What follows belongs to an exercise in optimizing a design on an open flow for small area; a production flow would make more cautious choices. At most, simulation tests tie the RTL to the original design; equivalence was not proved. No driver is modelled on the clock port, so clock power and skew are understated where the tree is cut down; a real chip needs a root buffer or a tree. Power figures rest on the tool's default switching activity, not on a simulated workload.

Design top_module_UART, start of the top module:
module top_module_UART (
    input  logic        clk_10MHz,
    input  logic        rst,
    input  logic        wr_pi,
    input  logic        reg_sel_pi,
    input  logic        addr_pi,
    input  logic [31:0] input_pi,
    output logic [31:0] output_po,
    input  logic        rx,
    output logic        tx
);
Settings: LEC_CHECK=0, CAP_MARGIN=20, CORE_MARGIN=2, CORE_UTILIZATION=70, PLACE_DENSITY=0.75, SLEW_MARGIN=20; clock period 20.0 ns.
standard.sh (not shown) runs the stock make flow with config.mk's settings and CLKGATE_MAP_FILE= SYNTH_SCRIPT=/design/flow/synth_recipe.tcl, a recipe that flattens the netlist after the stock synthesis.
==> flow/flow/run.sh <==
#!/bin/bash
# The standard ORFS layout with three changes: the technology mapping of the
# combinational logic is chosen for area by flow/abc_pick.tcl (several ABC
# scripts, flow/abc/*.abc, are tried and the smallest mapping is kept; the
# rest of the synthesis, flip-flop mapping included, is synth_recipe.tcl
# unchanged, except that adders are not mapped to adder cells first), the
# port buffers are buf_1, and the clock tree is built by flow/cts_pre.tcl: a
# few clock buffers, each driving a group of neighbouring flip-flops.
set -euo pipefail
HERE=$(pwd)
{
  head -n 1 synth_recipe.tcl
  echo "source $HERE/flow/abc_pick.tcl"
  tail -n +2 synth_recipe.tcl
} > flow_synth.tcl
export BUFFER_PORTS_ARGS="-buffer_cell sky130_fd_sc_hd__buf_1"
export PRE_CTS_TCL=$HERE/flow/cts_pre.tcl
bash standard.sh SYNTH_SCRIPT=$HERE/flow_synth.tcl ADDER_MAP_FILE= finish > standard_make.log 2>&1
==> flow/flow/abc/ds10.abc <==
strash
&get -n
&deepsyn -T 30 -S 10
&put
strash
dch -f
amap -F 1000 -A 1000
strash
dch -f
amap -F 1000 -A 1000
strash
dch -f
amap -F 1000 -A 1000
strash
dch -f
amap -F 1000 -A 1000
==> flow/flow/abc/ds6.abc <==
strash
&get -n
&deepsyn -T 30 -S 6
&put
strash
dch -f
amap -F 1000 -A 1000
strash
dch -f
amap -F 1000 -A 1000
strash
dch -f
amap -F 1000 -A 1000
strash
dch -f
amap -F 1000 -A 1000
==> flow/flow/abc/ds7.abc <==
strash
&get -n
&deepsyn -T 30 -S 7
&put
strash
dch -f
amap -F 1000 -A 1000
strash
dch -f
amap -F 1000 -A 1000
strash
dch -f
amap -F 1000 -A 1000
strash
dch -f
amap -F 1000 -A 1000
==> flow/flow/abc/ds8.abc <==
strash
&get -n
&deepsyn -T 30 -S 8
&put
strash
dch -f
amap -F 1000 -A 1000
strash
dch -f
amap -F 1000 -A 1000
strash
dch -f
amap -F 1000 -A 1000
strash
dch -f
amap -F 1000 -A 1000
==> flow/flow/abc/ds9.abc <==
strash
&get -n
&deepsyn -T 30 -S 9
&put
strash
dch -f
amap -F 1000 -A 1000
strash
dch -f
amap -F 1000 -A 1000
strash
dch -f
amap -F 1000 -A 1000
strash
dch -f
amap -F 1000 -A 1000
==> flow/flow/abc/dt0.abc <==
strash
&get -n
&deepsyn -T 60 -S 0
&put
strash
dch -f
amap -F 1000 -A 1000
strash
dch -f
amap -F 1000 -A 1000
strash
dch -f
amap -F 1000 -A 1000
strash
dch -f
amap -F 1000 -A 1000
==> flow/flow/abc/dt1.abc <==
strash
&get -n
&deepsyn -T 60 -S 1
&put
strash
dch -f
amap -F 1000 -A 1000
strash
dch -f
amap -F 1000 -A 1000
strash
dch -f
amap -F 1000 -A 1000
strash
dch -f
amap -F 1000 -A 1000
Other scripts of this flow, unchanged in this note and not shown: flow/flow/abc/a0.abc, flow/flow/abc/ds0.abc, flow/flow/abc/ds1.abc, flow/flow/abc/ds2.abc, flow/flow/abc/ds3.abc, flow/flow/abc/ds4.abc, flow/flow/abc/ds5.abc, flow/flow/abc_pick.tcl, flow/flow/cts_pre.tcl
The first run passed the timing, DRC and antenna checks.
Rerun with:
removed: flow/flow/abc/ds10.abc
removed: flow/flow/abc/ds6.abc
removed: flow/flow/abc/ds7.abc
removed: flow/flow/abc/ds8.abc
removed: flow/flow/abc/ds9.abc
removed: flow/flow/abc/dt0.abc
removed: flow/flow/abc/dt1.abc
Outcome: The new run passed the timing, DRC and antenna checks. Clock power is lower by about 0.6%. Global-route usage climbs by 0.82 points. Worst setup slack gains 0.11 ns. Area after synthesis is higher by 0.43%. Via count came out higher by 3.7%.
No run of this note takes its clock network from TritonCTS; it comes from the design's own scripts or RTL.

---

## before
Another version of the RTL of top_module_UART (not shown whole).
Size: about 71 I/O pins, roughly 3400 um^2 of cells after synthesis.
export LEC_CHECK = 0
export CAP_MARGIN = 20
export CORE_MARGIN = 2
export CORE_UTILIZATION = 40
export SLEW_MARGIN = 20
create_clock -name core_clock -period 20.0 [get_ports {clk_10MHz}]
==> flow/flow/run.sh <==
#!/bin/bash
# The standard ORFS layout with three changes: the technology mapping of the
# combinational logic uses an area-oriented ABC script (flow/area.abc; the
# rest of the synthesis, flip-flop mapping included, is synth_recipe.tcl
# unchanged), the port buffers are buf_1, and CTS inserts no dummy loads.
set -euo pipefail
HERE=$(pwd)
{
  head -n 1 synth_recipe.tcl
  echo "proc abc {args} {"
  echo "  set i [lsearch -exact \$args -script]"
  echo "  if { \$i >= 0 } { lset args [expr { \$i + 1 }] $HERE/flow/area.abc }"
  echo "  yosys abc {*}\$args"
  echo "}"
  tail -n +2 synth_recipe.tcl
} > flow_synth.tcl
export BUFFER_PORTS_ARGS="-buffer_cell sky130_fd_sc_hd__buf_1"
export CTS_ARGS="-sink_clustering_enable -repair_clock_nets -dont_use_dummy_load -sink_clustering_size 50 -sink_clustering_max_diameter 300 -sink_buffer_max_cap_derate 1.0 -buf_list sky130_fd_sc_hd__clkbuf_8 -root_buf sky130_fd_sc_hd__clkbuf_8"
bash standard.sh SYNTH_SCRIPT=$HERE/flow_synth.tcl finish > standard_make.log 2>&1
==> flow/flow/area.abc <==
strash
dch -f
amap -F 1000 -A 1000
strash
dch -f
amap -F 1000 -A 1000
strash
dch -f
amap -F 1000 -A 1000
strash
dch -f
amap -F 1000 -A 1000
before did not stop at any stage, and its layout met the timing, DRC and antenna checks.
Here is what was changed in the inputs of after compared with before.
==> flow/flow/run.sh <==
#!/bin/bash
# The standard ORFS layout with three changes: the technology mapping of the
# combinational logic uses an area-oriented ABC script (flow/area.abc; the
# rest of the synthesis, flip-flop mapping included, is synth_recipe.tcl
# unchanged, except that adders are not mapped to adder cells first), the
# port buffers are buf_1, and CTS inserts no dummy loads.
set -euo pipefail
HERE=$(pwd)
{
  head -n 1 synth_recipe.tcl
  echo "proc abc {args} {"
  echo "  set i [lsearch -exact \$args -script]"
  echo "  if { \$i >= 0 } { lset args [expr { \$i + 1 }] $HERE/flow/area.abc }"
  echo "  yosys abc {*}\$args"
  echo "}"
  tail -n +2 synth_recipe.tcl
} > flow_synth.tcl
export BUFFER_PORTS_ARGS="-buffer_cell sky130_fd_sc_hd__buf_1"
export CTS_ARGS="-repair_clock_nets -dont_use_dummy_load -buf_list sky130_fd_sc_hd__clkbuf_16 -root_buf sky130_fd_sc_hd__clkbuf_16"
bash standard.sh SYNTH_SCRIPT=$HERE/flow_synth.tcl ADDER_MAP_FILE= finish > standard_make.log 2>&1
Results
- Looking at total power across after and before, the one that comes out lower is before.
- Comparing after and before, time the worst path needs with I/O delays and setup is higher on before.
- Compared with before, after shows a fraction of power consumed by sequential logic that is 8.0 points lower.
- after against before: longest individual stage delay on the worst path -40 ps, synthesized area -2.1%, fmax +0.94%.
- Placeable core region (higher): before
No run of this note included a check of the RTL's function; only the layout flow was run.

---

top_module_UART again, from the RTL that the note above started with.
export LEC_CHECK = 0
export CAP_MARGIN = 20
export CORE_MARGIN = 2
export CORE_UTILIZATION = 40
export SLEW_MARGIN = 20
create_clock -name core_clock -period 20.0 [get_ports {clk_10MHz}]
==> flow/flow/run.sh <==
#!/bin/bash
# The standard ORFS layout with three changes: the technology mapping of the
# combinational logic uses an area-oriented ABC script (flow/area.abc; the
# rest of the synthesis, flip-flop mapping included, is synth_recipe.tcl
# unchanged, except that adders are not mapped to adder cells first), the
# port buffers are buf_1, and CTS inserts no dummy loads.
set -euo pipefail
HERE=$(pwd)
{
  head -n 1 synth_recipe.tcl
  echo "proc abc {args} {"
  echo "  set i [lsearch -exact \$args -script]"
  echo "  if { \$i >= 0 } { lset args [expr { \$i + 1 }] $HERE/flow/area.abc }"
  echo "  yosys abc {*}\$args"
  echo "}"
  tail -n +2 synth_recipe.tcl
} > flow_synth.tcl
export BUFFER_PORTS_ARGS="-buffer_cell sky130_fd_sc_hd__buf_1"
export CTS_ARGS="-sink_clustering_enable -repair_clock_nets -dont_use_dummy_load -sink_clustering_size 50 -sink_clustering_max_diameter 500 -buf_list sky130_fd_sc_hd__clkbuf_16 -root_buf sky130_fd_sc_hd__clkbuf_16"
bash standard.sh SYNTH_SCRIPT=$HERE/flow_synth.tcl ADDER_MAP_FILE= finish > standard_make.log 2>&1
Scripts as last shown in full above: flow/flow/area.abc
Next try:
==> flow/flow/run.sh (replaced) <==
#!/bin/bash
# The standard ORFS layout with three changes: the technology mapping of the
# combinational logic uses an area-oriented ABC script (flow/area.abc; the
# rest of the synthesis, flip-flop mapping included, is synth_recipe.tcl
# unchanged), the port buffers are buf_1, and CTS inserts no dummy loads.
set -euo pipefail
HERE=$(pwd)
{
  head -n 1 synth_recipe.tcl
  echo "proc abc {args} {"
  echo "  set i [lsearch -exact \$args -script]"
  echo "  if { \$i >= 0 } { lset args [expr { \$i + 1 }] $HERE/flow/area.abc }"
  echo "  yosys abc {*}\$args"
  echo "}"
  tail -n +2 synth_recipe.tcl
} > flow_synth.tcl
export BUFFER_PORTS_ARGS="-buffer_cell sky130_fd_sc_hd__buf_1"
export CTS_ARGS="-sink_clustering_enable -repair_clock_nets -dont_use_dummy_load"
bash standard.sh SYNTH_SCRIPT=$HERE/flow_synth.tcl finish > standard_make.log 2>&1
Outcome: The changed run finished with timing, DRC and antenna clean. Utilization shrinks by 0.78 points. Clock power shrinks by a quarter to a third. Total power shrinks by about a fifth. Final area shrinks slightly. Die area grows by a few percent. Count of clock-buffer cells in the layout does not change. Global-route usage grows by 0.15 points. Area after synthesis grows by a few percent. Routed wire length grows by a few percent. Setup slack is worse by 90 ps.
Function was not checked in any run of this note: the RTL went through the layout flow alone.

## afterwards: timing with drivers on the ports
The flow's constraints put no driver on any port. The routed layouts listed below were extracted and timed again, unchanged, in two steps.
Step 1 (the two cells are an assumption about what drives the block):
set clk [get_ports {clk_10MHz}]
set_driving_cell -lib_cell sky130_fd_sc_hd__clkbuf_16 $clk
set_driving_cell -lib_cell sky130_fd_sc_hd__buf_2 [delete_from_list [all_inputs] $clk]
Step 2 adds t to the input delays and takes it off the output delays; t is the mean of the earliest and latest rising clock arrival at the registers after step 1. Input paths then give back, and output paths get back, about the clock's delay inside the block.
Slacks: no drivers / after step 1 / after step 2; pairs: no drivers / after step 1.
run	t (ns)	setup slack, ns	hold WS [ns]	worst data-port slew with drivers (ns)
the first run of note 1	0.227	10.366 / 10.343 / 10.343	0.395 / 0.395 / 0.395	0.04
the second run of note 1	0.225	10.472 / 10.450 / 10.450	0.409 / 0.409 / 0.409	0.04
before	0.372	10.303 / 10.272 / 10.272	0.370 / 0.370 / 0.370	0.05
after	0.354	10.394 / 10.370 / 10.370	0.375 / 0.375 / 0.375	0.05
the first run of note 3	0.354	10.394 / 10.370 / 10.370	0.375 / 0.375 / 0.375	0.05
the second run of note 3	0.372	10.303 / 10.272 / 10.272	0.370 / 0.370 / 0.370	0.05
After both steps every run listed still meets setup and hold.
